Context: an optimization exercise on an open-source flow, tuned for small area, a short achievable clock period and few clock cycles. The choices shown serve that exercise and are no tape-out recipe. Function was checked by simulation only, so behaviour that the tests miss may differ from the original. Power and IR drop assume default switching activity.

**design/flow/run.sh**
```bash
#!/bin/bash
# synth_recipe.tcl (not shown) runs the flow's synth.tcl, then flattens the netlist and writes it again
# the make line also repeats each setting of config.mk as NAME=value (left out here)
make -C /OpenROAD-flow-scripts/flow DESIGN_CONFIG=/design/flow/config.mk WORK_HOME=/design/flow/orfs CLKGATE_MAP_FILE= SYNTH_SCRIPT=/design/flow/synth_recipe.tcl finish
```
**design/flow/config.mk**
```make
export PLATFORM = sky130hd
export DESIGN_NAME = ahbl_flash_ctrl_eb_cache
export DESIGN_NICKNAME = ahbl_flash_ctrl_eb_cache
export VERILOG_FILES = /design/flow/design.v
export SDC_FILE = /design/flow/constraint.sdc
export NUM_CORES = 4
export LEC_CHECK = 0
export CAP_MARGIN = 20
export CORE_MARGIN = 2
export CORE_UTILIZATION = 40
export SLEW_MARGIN = 20
```
**design/flow/constraint.sdc**
```tcl
create_clock -name core_clock -period 10.0 [get_ports {HCLK}]
set_input_delay 2.0000 -clock core_clock [delete_from_list [all_inputs] [get_ports {HCLK}]]
set_output_delay 2.0000 -clock core_clock [all_outputs]
set_load 0.01 [all_outputs]
```
**design/flow/design.v**
```verilog
module flash_ctrl_eb #(parameter LW = 256) (
    input  wire             clk,
    input  wire             rst_n,
    input  wire             start,
    output wire             done,
    input  wire [23:0]      A,
    output wire [LW-1:0]    D,
    output wire             csn,
    output wire             sck,
    output wire [3:0]       doe,
    output wire [3:0]       dout,
    input  wire [3:0]       di
);
    localparam ENDCNT = 80 + LW/2;
    localparam CNTRW = $clog2(80+LW/2);
    wire trans_off = (bit_cntr == 'd8) | (bit_cntr == 'd18) | (cntr == ENDCNT);
    wire trans_on = (start) | (cntr == 'd19) | (cntr == 'd39);
    reg run;
    always@(posedge clk, negedge rst_n)
        if(!rst_n)
            run <= 1'b0;
        else if(start)
            run <= 1'b1;
        else if(done)
            run <= 1'b0;
    reg first;
    always@(posedge clk, negedge rst_n)
        if(!rst_n)
            first <= 1'b1;
        else if(bit_cntr == 'd40) 
            first <= 1'b0;
    reg csn_reg;
    assign csn = csn_reg;
    always@(posedge clk, negedge rst_n)
        if(!rst_n)
            csn_reg <= 'b1;
        else if(trans_on)
            csn_reg <= 1'b0;
        else if(trans_off)
            csn_reg <= 1'b1;
    reg [CNTRW-1:0] cntr;
    wire [CNTRW-2:0] bit_cntr = cntr [CNTRW-1:1];
    always@(posedge clk, negedge rst_n)
        if(!rst_n)
            cntr <= 'b0;
        else if(start & first)
            cntr <= 'b0;
        else if(start & ~first)
            cntr <= 'd56;
        else if(run)
            cntr <= cntr + 'b1;
    reg [3:0] do_reg;
    always @* begin
        case(bit_cntr)
            6'd0  : do_reg = 4'b0000;
            6'd1  : do_reg = 4'b0001;
            6'd2  : do_reg = 4'b0001;
            6'd3  : do_reg = 4'b0000;
            6'd4  : do_reg = 4'b0000;
            6'd5  : do_reg = 4'b0001;
            6'd6  : do_reg = 4'b0001;
            6'd7  : do_reg = 4'b0000;
            6'd10 : do_reg = 4'b0001;
            6'd11 : do_reg = 4'b0000;
            6'd12 : do_reg = 4'b0000;
            6'd13 : do_reg = 4'b0001;
            6'd14 : do_reg = 4'b0001;
            6'd15 : do_reg = 4'b0000;
            6'd16 : do_reg = 4'b0000;
            6'd17 : do_reg = 4'b0001;
            6'd20 : do_reg = 4'b0001;
            6'd21 : do_reg = 4'b0001;
            6'd22 : do_reg = 4'b0001;
            6'd23 : do_reg = 4'b0000;
            6'd24 : do_reg = 4'b0001;
            6'd25 : do_reg = 4'b0000;
            6'd26 : do_reg = 4'b0001;
            6'd27 : do_reg = 4'b0001;
            6'd28 : do_reg = A[23:20];
            6'd29 : do_reg = A[19:16];
            6'd30 : do_reg = A[15:12];
            6'd31 : do_reg = A[11:8];
            6'd32 : do_reg = A[7:4];
            6'd33 : do_reg = A[3:0];
            6'd34 : do_reg = 4'b1010;
            6'd35 : do_reg = 4'b0000;
            6'd36 : do_reg = 4'b0000;
            6'd37 : do_reg = 4'b0000;
            6'd38 : do_reg = 4'b0000;
            6'd39 : do_reg = 4'b0000;
            default: do_reg = 0;
        endcase
    end
    assign dout = do_reg;
    assign doe = (bit_cntr > 39) ? 4'h0 : 4'hF;
    reg [LW-1:0] data;
    reg [7:0] dbyte;
    always@(posedge clk, negedge rst_n)
        if(!rst_n)
            dbyte <= 'b0;
        else
            if(bit_cntr > 39)
                case (bit_cntr[0])
                    0: dbyte[7:4] <= di;
                    1: dbyte[3:0] <= di;
                endcase
    always@(posedge clk, negedge rst_n)
        if(!rst_n)
            data <= 'b0;
        else if(cntr > 80)
            if(cntr[1:0] == 2'b0)
                data <= {dbyte, data[LW-1:8]};
    reg sck_reg;
    always@(posedge clk, negedge rst_n)
        if(!rst_n)
            sck_reg <= 1'b0;
        else if(trans_off)
            sck_reg <= 1'b0;
        else if(~csn)
            sck_reg <= ~sck_reg;
    assign sck = sck_reg;
    assign done = run & (cntr > ENDCNT);  
    assign D = data;
endmodule
module ro_dmc #(parameter LW=32*16, NL=64) (
    input   wire            clk,
    input   wire            rst_n,
    input   wire            cpu_rd,
    input   wire [31:0]     cpu_aaddr,
    input   wire [31:0]     cpu_daddr,
    output  wire            cpu_hit,
    output  wire [31:0]     cpu_data,
    input   wire [LW-1:0]   m_data,
    output  wire [32:0]     m_addr,
    output  wire            m_start,
    input   wire            m_done
);
    localparam      LWB = LW/8;
    localparam      LFW = $clog2(NL);
    localparam      OFW = $clog2(LWB);
    localparam      TFW = 32 - LFW - OFW;
    localparam      OFS = 0;
    localparam      LFS = $clog2(LWB);
    localparam      TFS = LFW + OFW;
    localparam      OFE = $clog2(LWB) - 1;
    localparam      LFE = OFE + LFW;
    localparam      TFE = 31;
    reg[LW-1:0]     DATA[NL-1:0];
    reg[TFW-1:0]    TAG[NL-1:0];
    reg             VALID[NL-1:0];
    wire [LFW-1:0]  dline_no= cpu_daddr[LFE:LFS];
    wire [LFW-1:0]  line_no = cpu_aaddr[LFE:LFS];
    wire [TFW-1:0]  tag     = cpu_daddr[TFE:TFS];
    wire [TFW-1:0]  atag    = cpu_aaddr[TFE:TFS];
    wire [OFW-1:0]  off     = cpu_daddr[OFW-1:0];
    wire ahit   =   (TAG[line_no] == atag) & (VALID[line_no] == 1'b1);
    wire dhit   =   (TAG[dline_no] == tag) & (VALID[dline_no] == 1'b1); 
    integer i;
    always@(posedge clk, negedge rst_n)
        if(!rst_n)
            for(i=0; i<NL; i=i+1) begin
                VALID[i] <= 'b0;
                TAG[i] <= 'b0;
            end
        else if(m_done) begin
            DATA[dline_no] <= m_data;
            VALID[dline_no] <= 'b1;
            TAG[dline_no] <= tag;
        end
    assign cpu_hit = cpu_rd ? ahit : dhit;
    assign m_start = cpu_rd & ~ahit;
    assign m_addr = cpu_aaddr;
    localparam NW = LW/32;
    wire [31:0] words [NW-1:0];
    wire [LW-1:0] data = DATA[dline_no];
    wire [OFW-3:0] woff = off[OFW-1:2];
    generate
        genvar gi;
        for(gi=0; gi<NW; gi=gi+1)
            assign words[gi] = data[gi*32+31:gi*32];
    endgenerate
    assign cpu_data = words[woff];
endmodule
module ahbl_flash_ctrl_eb_cache #(parameter LW=32*8, NL=8) (
    input   wire                HCLK,
    input   wire                HRESETn,
    input   wire                HSEL,
    input   wire [31:0]         HADDR,
    input   wire [1:0]          HTRANS,
    input   wire                HWRITE,
    input   wire                HREADY,
    output  wire                HREADYOUT,
    output  wire [31:0]         HRDATA,
    output wire                 csn,
    output wire                 sck,
    output wire [3:0]           doe,
    output wire [3:0]           dout,
    input  wire [3:0]           di
);
    reg             last_HSEL;
    reg [31:0]      last_HADDR;
    reg             last_HWRITE;
    reg [1:0]       last_HTRANS;
    reg             last_valid;
    wire            valid = HSEL & HTRANS[1] & HREADY;
    wire            cpu_hit;
    wire [31:0]     cpu_data;
    wire [LW-1:0]   D;
    wire [31:0]     m_data;
    wire            m_start;
    always@ (posedge HCLK or negedge HRESETn)
        if(~HRESETn) begin
            last_HSEL   <= 'b0;
            last_HADDR  <= 'b0;
            last_HWRITE <= 'b0;
            last_HTRANS <= 'b0;
            last_valid  <= 'b0;
        end
        else if(HREADY) begin
            last_HSEL   <= HSEL;
            last_HADDR  <= HADDR;
            last_HWRITE <= HWRITE;
            last_HTRANS <= HTRANS;
            last_valid  <= valid;
        end
    localparam [23:0] LMASK = ~(LW/8 - 1);
    reg         start;
    wire        done;
    flash_ctrl_eb #(.LW(LW)) flash_ctrl (
        .clk(HCLK),
        .rst_n(HRESETn),
        .start(m_start),
        .done(done),
        .A(last_HADDR[23:0] & LMASK),
        .D(D),
        .csn(csn),
        .sck(sck),
        .doe(doe),
        .dout(dout),
        .di(di)
    );
    ro_dmc #(.LW(LW), .NL(NL)) cache (
        .clk(HCLK),
        .rst_n(HRESETn),
        .cpu_rd(valid),
        .cpu_aaddr(HADDR),
        .cpu_daddr(last_HADDR),
        .cpu_hit(cpu_hit),
        .cpu_data(HRDATA),
        .m_data(D),
        .m_start(m_start),
        .m_done(done)
    );
    always@ (posedge HCLK or negedge HRESETn) 
        if(~HRESETn) start <= 1'b0;
        else if(valid & ~cpu_hit) start <= 'b1;
        else start <= 'b0;
    reg hready;
    always@ (posedge HCLK or negedge HRESETn) 
        if(~HRESETn) hready <= 1'b1;
        else if(valid & ~cpu_hit)  hready <= 'b0;
        else if(done & ~start)   hready <= 1'b1;
    assign HREADYOUT = hready;
endmodule
```
==> results.py <==
metrics = {
    "outcome": {
        "status": "complete, no violations",
    },
    "setup_path": {
        "timing.critical_path.arrival_ps": 6020,
        "critical_path.startpoint_type": "flip-flop",
        "worst_ep_required_time_ps": 8000,
        "critical_path_cell_count": 6,
        "reg2reg_depth": 8,
        "worst_setup_ep_type": "output pin",
        "cp_slowest_stage_delay_ps": 1030,
        "crit_path_max_fanout": 41,
        "worst_setup_path_category": "reg -> out",
        "critical_path.cell_chain": "clkinv_2 > nand2_4 > buf_4 > a2111oi_0 > o22ai_1 > clkdlybuf4s50_1",
        "cp_num_buf_inv": 3,
        "crit_family": "buffers and inverters",
        "slowest_stage": "sky130_fd_sc_hd__nand2_4",
    },
    "clock_network": {
        "cts_max_path_buffers": 3,
        "worst_skew_pair.late_latency_ps": 880,
        "path_clk_slew_ps": 60,
        "cts.root.buffer_cell": "sky130_fd_sc_hd__clkbuf_16",
        "cts_setup_buffers": 0,
        "clock_tree.htree_level_count": 4,
        "cts_buffers": 240,
        "tritoncts": "done",
        "cts-resized-gates": 0,
        "hold_buffers": 0,
        "tritoncts_num_sinks": 2556,
    },
    "synthesis": {
        "synth.lib_cells_used.distinct": 74,
        "synth_area_leader_cell": "sky130_fd_sc_hd__edfxtp_1",
        "synth_compound_gate_area_share_pct": 9.13,
        "synth_fp_nets": 5956,
        "number_of_flops_mapped_to_enable_cells_by_yosys": 2048,
        "yosysTopAreaCellShare_pct": 62.4,
        "dominant_combinational_cell_family_by_area_after_synthesis": "multiplexers",
        "postSynth.asyncResetShare_pct": 19.9,
        "netlist_area_before_placement_mm2": 0.0986,
        "synth_top_cells_by_count": "sky130_fd_sc_hd__edfxtp_1 (2048), sky130_fd_sc_hd__mux2_2 (588), sky130_fd_sc_hd__dfrtp_1 (505), sky130_fd_sc_hd__nand2_1 (362), sky130_fd_sc_hd__a22oi_1 (321)",
        "synth-adder-area-share_pct": 0.0254,
        "synth_seq_cells": 2556,
        "synth-simple-area-share_pct": 3.29,
        "mean_area_per_synthesized_cell_um2": 16.7,
        "synth_xor_area_share_pct": 0.169,
        "synth.most_common_cell": "sky130_fd_sc_hd__edfxtp_1",
        "seq_area_frac_synth_pct": 75.3,
        "synthFlopType": "sky130_fd_sc_hd__edfxtp_1",
        "netlist_top_cells_area": "sky130_fd_sc_hd__edfxtp_1 (62%), sky130_fd_sc_hd__dfrtp_1 (13%), sky130_fd_sc_hd__mux2_2 (6.7%)",
        "synth_warnings": 6,
        "synth.area.mux_share_pct": 10.3,
        "post_synth_inst_count": 5911,
    },
    "floorplanning": {
        "total_die_area_mm2": 0.250,
        "floorplan.initialDensity_pct": 40.1,
        "std_cell_rows": 182,
        "core-area_mm2": 0.245,
        "height_of_the_die_um": 500,
        "die_w_um": 500,
        "io_pins": 86,
    },
    "power_and_ir_drop": {
        "register_share_of_total_power_pct": 51.6,
        "share_clk_of_total_power_pct": 38.2,
        "p_int_w": 0.0184,
        "powerDensity_mw_per_mm2": 220,
        "power.switching_w": 0.00623,
        "cellLeakagePower_nw": 37.0,
        "sw_frac_of_total_pct": 25.3,
        "vdd_drop_max_mv": 0.157,
        "p_comb_share_pct": 10.2,
    },
    "sta": {
        "post-route-worst-setup-slack_ps": 1980,
        "fin_worst_skew_ps": 60.3,
        "max-slew-margin-rel_pct": 21.7,
        "fmax_mhz": 125,
        "setup_tns_after_final_layout_ps": 0,
        "report.final.hold_viol_count": 0,
        "final-max-slew-violation-count": 0,
        "period_minus_slack_ps": 8020,
        "report.final.setup_viol": 0,
        "worst_pin_slew_ps": 1170,
        "layout_worst_path_cycle_share_pct": 80.2,
        "rsz0062_at_grt": "no",
    },
    "placement": {
        "dpl-instance-area_mm2": 0.104,
        "dp_cells": 8982,
        "io_buffers": 81,
        "place_hpwl_um": 156000,
        "setup_slack_after_placement_ps": 2960,
        "routabilityCongestion": 0.796,
    },
    "route": {
        "avgViaCountPerCell": 6.03,
        "detailroute.via_count": 57000,
        "detail-route-antenna-nets": 0,
        "routed_wire_length_per_instance_um": 30.8,
        "drt_pass1_iterations": 5,
        "routed_wl_um": 291000,
        "post-route-drc-count": 0,
        "detail_route.iter0.violations": 6292,
    },
    "finish": {
        "registers.top_by_ff_count": "cache.DATA",
        "reg.largest.list": "cache.DATA x2048, flash_ctrl.data x256, cache.TAG x192",
        "fillers": 21000,
        "layout.cell_area.non_filler_mm2": 0.112,
        "syn_to_final_growth_pct": 13.4,
        "layout.cells.non_filler": 9445,
        "final_net_count": 6049,
        "largest_register_ff_count": 2048,
        "final_layout_size_suffix_gt1_share_pct": 19.9,
    },
    "global_route": {
        "globalRouteOverflowTotal": 0,
        "grt_pass1_wl_um": 416000,
        "top_usage_layer": "met2",
        "grt_pass1_vias": 56000,
        "global_routing_met3_resource_utilization_pct": 3.72,
        "grt_use_met1_pct": 31.6,
        "largest_net_degree_at_the_start_of_global_routing": 129,
        "grt.met2_usage_pct": 37.3,
        "grt_usage_pct": 22.9,
        "number_of_antenna_violations_at_the_first_check_in_global_routing": 11,
    },
    "min_path": {
        "worst_hold_path_type": "reg -> reg",
        "hold_path_depth": 1,
    },
    "run": {
        "maxCapViolations": 0,
    },
}
## area by class of cell
| type | instances | area [um2] | area share, % |
|---|---|---|---|
| Sequential cell | 2556 | 74200 | 66.4 |
| Multi-Input combinational cell | 2936 | 22900 | 20.5 |
| Clock buffer | 332 | 6660 | 5.96 |
| Tap cell | 3220 | 4030 | 3.61 |
| Timing Repair Buffer | 241 | 2300 | 2.06 |
| Clock inverter | 127 | 1510 | 1.35 |
| Inverter | 29 | 115 | 0.103 |
| Antenna cell | 4 | 10.0 | 0.00896 |
## final timing paths
path                                         start            endpoint  slack, ps
worst min register to register      cache.VALID[4]      cache.VALID[4]        460
worst min-delay path                cache.VALID[4]      cache.VALID[4]        460
worst max register to register  flash_ctrl.cntr[2]  cache.DATA[7][140]       4810
worst max-delay path                 last_HADDR[7]          HRDATA[12]       1980
min in group asynchronous                  HRESETn    cache.TAG[7][21]       1080
max in group asynchronous                  HRESETn       last_HADDR[4]       6670
## cells in the final DEF, fill, tap and decap left out, types with 12 or more instances in the layout
cell / count
sky130_fd_sc_hd__or4_1: 15
sky130_fd_sc_hd__a31oi_1: 109
sky130_fd_sc_hd__clkbuf_8: 29
sky130_fd_sc_hd__mux4_2: 38
sky130_fd_sc_hd__a2111oi_0: 12
sky130_fd_sc_hd__buf_12: 24
sky130_fd_sc_hd__a22o_1: 50
sky130_fd_sc_hd__clkdlybuf4s50_1: 76
sky130_fd_sc_hd__inv_1: 26
sky130_fd_sc_hd__a211oi_1: 36
sky130_fd_sc_hd__mux2_2: 588
sky130_fd_sc_hd__nand3_1: 22
sky130_fd_sc_hd__nor2_1: 113
sky130_fd_sc_hd__nor4_1: 25
sky130_fd_sc_hd__mux2i_1: 271
sky130_fd_sc_hd__o2bb2ai_1: 18
sky130_fd_sc_hd__o21ai_0: 276
sky130_fd_sc_hd__and3_1: 15
sky130_fd_sc_hd__a221o_1: 28
sky130_fd_sc_hd__clkinv_1: 27
sky130_fd_sc_hd__o211ai_1: 16
sky130_fd_sc_hd__edfxtp_1: 2048
sky130_fd_sc_hd__o22ai_1: 68
sky130_fd_sc_hd__a22oi_1: 321
sky130_fd_sc_hd__dfrtp_1: 499
sky130_fd_sc_hd__bufinv_16: 24
sky130_fd_sc_hd__nand2b_1: 21
sky130_fd_sc_hd__xnor2_1: 13
sky130_fd_sc_hd__nor3_1: 27
sky130_fd_sc_hd__clkinv_2: 52
sky130_fd_sc_hd__a21oi_1: 157
sky130_fd_sc_hd__clkbuf_1: 62
sky130_fd_sc_hd__a221oi_1: 142
sky130_fd_sc_hd__clkbuf_16: 241
sky130_fd_sc_hd__nand2_1: 358
sky130_fd_sc_hd__buf_4: 135
## metrics by stage
| stage | power (W) | utilization, % | hold WS, ps |
|---|---|---|---|
| after detailed placement | 0.0154 | 42.2 | 450 |
| after CTS | 0.0247 | 45.5 | 465 |
| after global routing | 0.0253 | 45.5 | 479 |
| final | 0.0246 | 45.5 | 464 |
| after floorplan | 0.0141 | - | 433 |
| after global placement | 0.0153 | 42.2 | 447 |
## worst register-to-register path, delay by kind of cell, from the launching register on
family,cells,cell delay (ps)
DFF,1,720
buffers and inverters,3,1680
and+or+nand+nor,5,2290
## layer usage
| layer | wire length (um) | share of wire (%) |
|---|---|---|
| met5 | 23 | 0.0079 |
| met4 | 9220 | 3.2 |
| met2 | 138000 | 48 |
| met1 | 120000 | 41 |
| met3 | 23300 | 8.0 |
## logic make-up (layout without fill, tap and decap cells)
group                    Yosys count  in the layout
AO/OA/AOI/OAI                   1312           1312
XOR/XNOR                          19             19
adder cells (fa/ha/maj)            2              2
buffers and inverters            419            729
flip-flops                      2556           2556
multiplexers                     897            897
other                              0              4
AND/OR/NAND/NOR                  706            706
## power groups by stage
stage	Clock [W]	Sequential, W	Combinational, W
6_report	0.00939	0.0127	0.00250
5_1_grt	0.00992	0.0128	0.00263
4_1_cts	0.00947	0.0127	0.00250
3_5_place_dp	0	0.0129	0.00249
3_3_place_gp	0	0.0129	0.00246
2_1_floorplan	0	0.0126	0.00150
Testbench counts, summed over its fixed seeds: cycles 162,132.

[separate check: timing with driven ports]
Ports are ideal in the flow. The routed layout listed here was re-timed in OpenROAD.
Step 1 (the two cells are an assumption about what drives the block):
set clk [get_ports {HCLK}]
set_driving_cell -lib_cell sky130_fd_sc_hd__clkbuf_16 $clk
set_driving_cell -lib_cell sky130_fd_sc_hd__buf_2 [delete_from_list [all_inputs] $clk]
Step 2, shift: input delay + t, output delay - t, t = (earliest + latest rising clock arrival at the registers) / 2. This alone moves slack from input paths to output paths.
Three values: no drivers, after step 1, after step 2; two values: the first two.
t (ns): 0.949
setup WS [ns]: 1.982 / 1.898 / 2.847
clock arrival spread, ns: 0.081 / 0.081
slew at the worst register clock pin (ns): 0.07 / 0.07
worst slew at a driven data input, ns: 0.15
After both steps this run still meets setup and hold. The setup slack of this run moves by -0.084 ns with the drivers and by +0.865 ns with both steps.
